From an optimization exercise on the open Yosys and OpenROAD flow, aimed at small area and a short achievable clock period; shortcuts taken in it are not production practice. Function was checked by simulation only, so behaviour that the tests miss may differ from the original. Power figures rest on the tool's default switching activity, not on a simulated workload.

==> run a <==
Design alu_top, start of the top module:
module alu_top(
    input             clk,
    input      [31:0] a,
    input      [31:0] b,
    input      [3:0]  opcode,
    input             cin,
    input             bin,
    input             en,
    output reg [31:0] sum,
    output reg [31:0] diff,
    output reg [31:0] result,
    output reg        cout,
    output reg        bout,
    output            zero,
    output            sign,
    output reg        carry,
    output reg        overflow,
    output            parity
);
==> flow/config.mk <==
export PLATFORM = sky130hd
export DESIGN_NAME = alu_top
export DESIGN_NICKNAME = alu_top
export VERILOG_FILES = /design/flow/design.v
export SDC_FILE = /design/flow/constraint.sdc
export NUM_CORES = 4
export LEC_CHECK = 0
export ABC_AREA = 1
export CAP_MARGIN = 20
export CORE_MARGIN = 2
export CORE_UTILIZATION = 55
export PLACE_DENSITY = 0.7
export SLEW_MARGIN = 20
==> flow/constraint.sdc <==
create_clock -name core_clock -period 125.0 [get_ports {clk}]
set_input_delay 25.0000 -clock core_clock [delete_from_list [all_inputs] [get_ports {clk}]]
set_output_delay 25.0000 -clock core_clock [all_outputs]
set_load 0.01 [all_outputs]
standard.sh (not shown) runs the stock make flow with config.mk's settings and CLKGATE_MAP_FILE= SYNTH_SCRIPT=/design/flow/synth_recipe.tcl, a recipe that flattens the netlist after the stock synthesis.
==> flow/flow/run.sh <==
#!/bin/bash
# The standard layout (the standard.sh), except that up to clock-tree synthesis
# repair_timing aims for SETUP_SLACK_MARGIN ns of setup slack instead of 0, so it sizes the
# long divider paths even though they meet the 125 ns clock. Routing and the rest run as in
# the standard flow.
set -euo pipefail
bash standard.sh SETUP_SLACK_MARGIN=86 cts > orfs_make_cts.log 2>&1
bash standard.sh finish > orfs_make_finish.log 2>&1
==> inputs of run b, as changes to run a <==
==> flow/run.sh (new file) <==
#!/bin/bash
# synth_recipe.tcl (not shown) runs the flow's synth.tcl, then flattens the netlist and writes it again
# the make line also repeats each setting of config.mk as NAME=value (left out here)
make -C /OpenROAD-flow-scripts/flow DESIGN_CONFIG=/design/flow/config.mk WORK_HOME=/design/flow/orfs CLKGATE_MAP_FILE= SYNTH_SCRIPT=/design/flow/synth_recipe.tcl finish
Settings changed: CORE_UTILIZATION 55 to 30, PLACE_DENSITY 0.7 to unset.
removed: flow/flow/run.sh
removed: flow/standard.sh
==> inputs of run c, as changes to run a <==
--- a/flow/flow/run.sh
+++ b/flow/flow/run.sh
@@ -4,5 +4,5 @@
 # long divider paths even though they meet the 125 ns clock. Routing and the rest run as in
 # the standard flow.
 set -euo pipefail
-bash standard.sh SETUP_SLACK_MARGIN=86 cts > orfs_make_cts.log 2>&1
+bash standard.sh SETUP_SLACK_MARGIN=78 cts > orfs_make_cts.log 2>&1
 bash standard.sh finish > orfs_make_finish.log 2>&1
Settings changed: CORE_UTILIZATION 55 to 65, PLACE_DENSITY 0.7 to 0.8.
==> summary of the runs <==
Run a finished with timing, DRC and antenna clean. Run c went through all stages and came out clean. Run b went through all stages and came out clean.
In run a the critical path depth is lower than in run b, by 179.
The highest combinational power belongs to run a, the lowest to run b.
The lowest cell count belongs to run c, the highest to run b.
Power, highest first: run a, run c, run b.
In run b the maximum frequency is smaller than in run a, by about 26%.
Worst setup slack: run a > run c > run b.
Between run a and run c, the lower global-route usage is in run a (gap 1.4 points).

---

==> job 4101 <==
alu_top again, from the RTL that the note above started with.
==> flow/config.mk <==
export PLATFORM = sky130hd
export DESIGN_NAME = alu_top
export DESIGN_NICKNAME = alu_top
export VERILOG_FILES = /design/flow/design.v
export SDC_FILE = /design/flow/constraint.sdc
export NUM_CORES = 4
export LEC_CHECK = 0
export ABC_AREA = 1
export CAP_MARGIN = 20
export CORE_MARGIN = 2
export CORE_UTILIZATION = 55
export PLACE_DENSITY = 0.7
export SLEW_MARGIN = 20
==> flow/constraint.sdc <==
create_clock -name core_clock -period 125.0 [get_ports {clk}]
set_input_delay 25.0000 -clock core_clock [delete_from_list [all_inputs] [get_ports {clk}]]
set_output_delay 25.0000 -clock core_clock [all_outputs]
set_load 0.01 [all_outputs]
run.sh (not shown) runs the stock make flow with config.mk's settings and CLKGATE_MAP_FILE= SYNTH_SCRIPT=/design/flow/synth_recipe.tcl, a recipe that flattens the netlist after the stock synthesis.
Stock flow here: none of the scripts above is used.
==> job 4545 (differences from job 4101) <==
==> flow/flow/run.sh (new file) <==
#!/bin/bash
# The standard layout (the standard.sh), except that repair_timing aims for extra setup
# slack (SETUP_SLACK_MARGIN ns instead of 0): 80 ns up to clock-tree synthesis and 72 ns after
# global routing, so it sizes the long divider paths even though they meet the 125 ns clock.
set -euo pipefail
bash standard.sh SETUP_SLACK_MARGIN=80 cts > orfs_make_cts.log 2>&1
bash standard.sh SETUP_SLACK_MARGIN=72 grt > orfs_make_grt.log 2>&1
bash standard.sh finish > orfs_make_finish.log 2>&1
==> flow/standard.sh (new file) <==
#!/bin/bash
# synth_recipe.tcl (not shown) runs the flow's synth.tcl, then flattens the netlist and writes it again
# the make line also repeats each setting of config.mk as NAME=value (left out here)
make -C /OpenROAD-flow-scripts/flow DESIGN_CONFIG=/design/flow/config.mk WORK_HOME=/design/flow/orfs CLKGATE_MAP_FILE= SYNTH_SCRIPT=/design/flow/synth_recipe.tcl "${@:-finish}"
removed: flow/run.sh
==> flow_metrics.py <==
metrics = {
    "global_routing": {
        "grtUsageMet1_pct": 53.5,
    },
    "pwr": {
        "clk-power_mw": 0.0603,
        "p_seq_share_pct": 12.1,
        "ir_drop_mv": 0.0139,
    },
    "min_path": {
        "min_from": "qk_q[3]",
    },
    "sta": {
        "clock.fmax_mhz": 16.9,
    },
    "run_status": {
        "outcome": "complete, no violations",
    },
}
[end of results for job 4101]
==> flow_metrics.py <==
metrics = {
    "sta": {
        "setup_viol": 0,
        "worst_slew_pin_slew_ns": 1.09,
    },
    "pwr": {
        "p_seq_share_pct": 11.4,
        "clk-power_mw": 0.0573,
    },
    "final_layout": {
        "buffers": 419,
    },
    "floorplanning": {
        "core_sq_um": 70300,
    },
    "clock_network": {
        "post_cts_buffers": 174,
    },
    "min_path": {
        "min_from": "qk_q[1]",
    },
    "run_status": {
        "outcome": "complete, no violations",
    },
}
[end of results for job 4545]

[separate check: timing with driven ports]
No port has a modelled driver above. Below, the same layouts with a new extraction and two added sets of constraints.
Step 1 assumes that a clkbuf_16 drives the clock port and a buf_2 every other input.
Step 2, shift: input delay + t, output delay - t, t = (earliest + latest rising clock arrival at the registers) / 2. This alone moves slack from input paths to output paths.
a / b / c = ideal / step 1 / step 2; a / b = the first two.
| run | shift t [ns] | slack for setup (ns) | hold WS [ns] | clock arrival spread, ns | worst register clock-pin slew, ns |
|---|---|---|---|---|---|
| run a | 0.514 | 79.835 / 79.846 / 79.332 | 0.569 / 0.569 / 0.569 | 0.023 / 0.022 | 0.10 / 0.10 |
| run b | 0.490 | 64.116 / 64.116 / 64.116 | 0.598 / 0.598 / 0.598 | 0.034 / 0.034 | 0.10 / 0.10 |
| run c | 0.512 | 76.585 / 76.585 / 76.585 | 0.509 / 0.509 / 0.509 | 0.020 / 0.019 | 0.09 / 0.09 |
| job 4101 | 0.503 | 65.731 / 65.731 / 65.731 | 0.595 / 0.595 / 0.595 | 0.014 / 0.014 | 0.09 / 0.09 |
| job 4545 | 0.518 | 78.730 / 78.730 / 78.701 | 0.600 / 0.600 / 0.600 | 0.017 / 0.018 | 0.09 / 0.09 |
After both steps every run listed still meets setup and hold. The setup slack of run a, which loses most, moves by +0.011 ns with the drivers and by -0.503 ns with both steps.
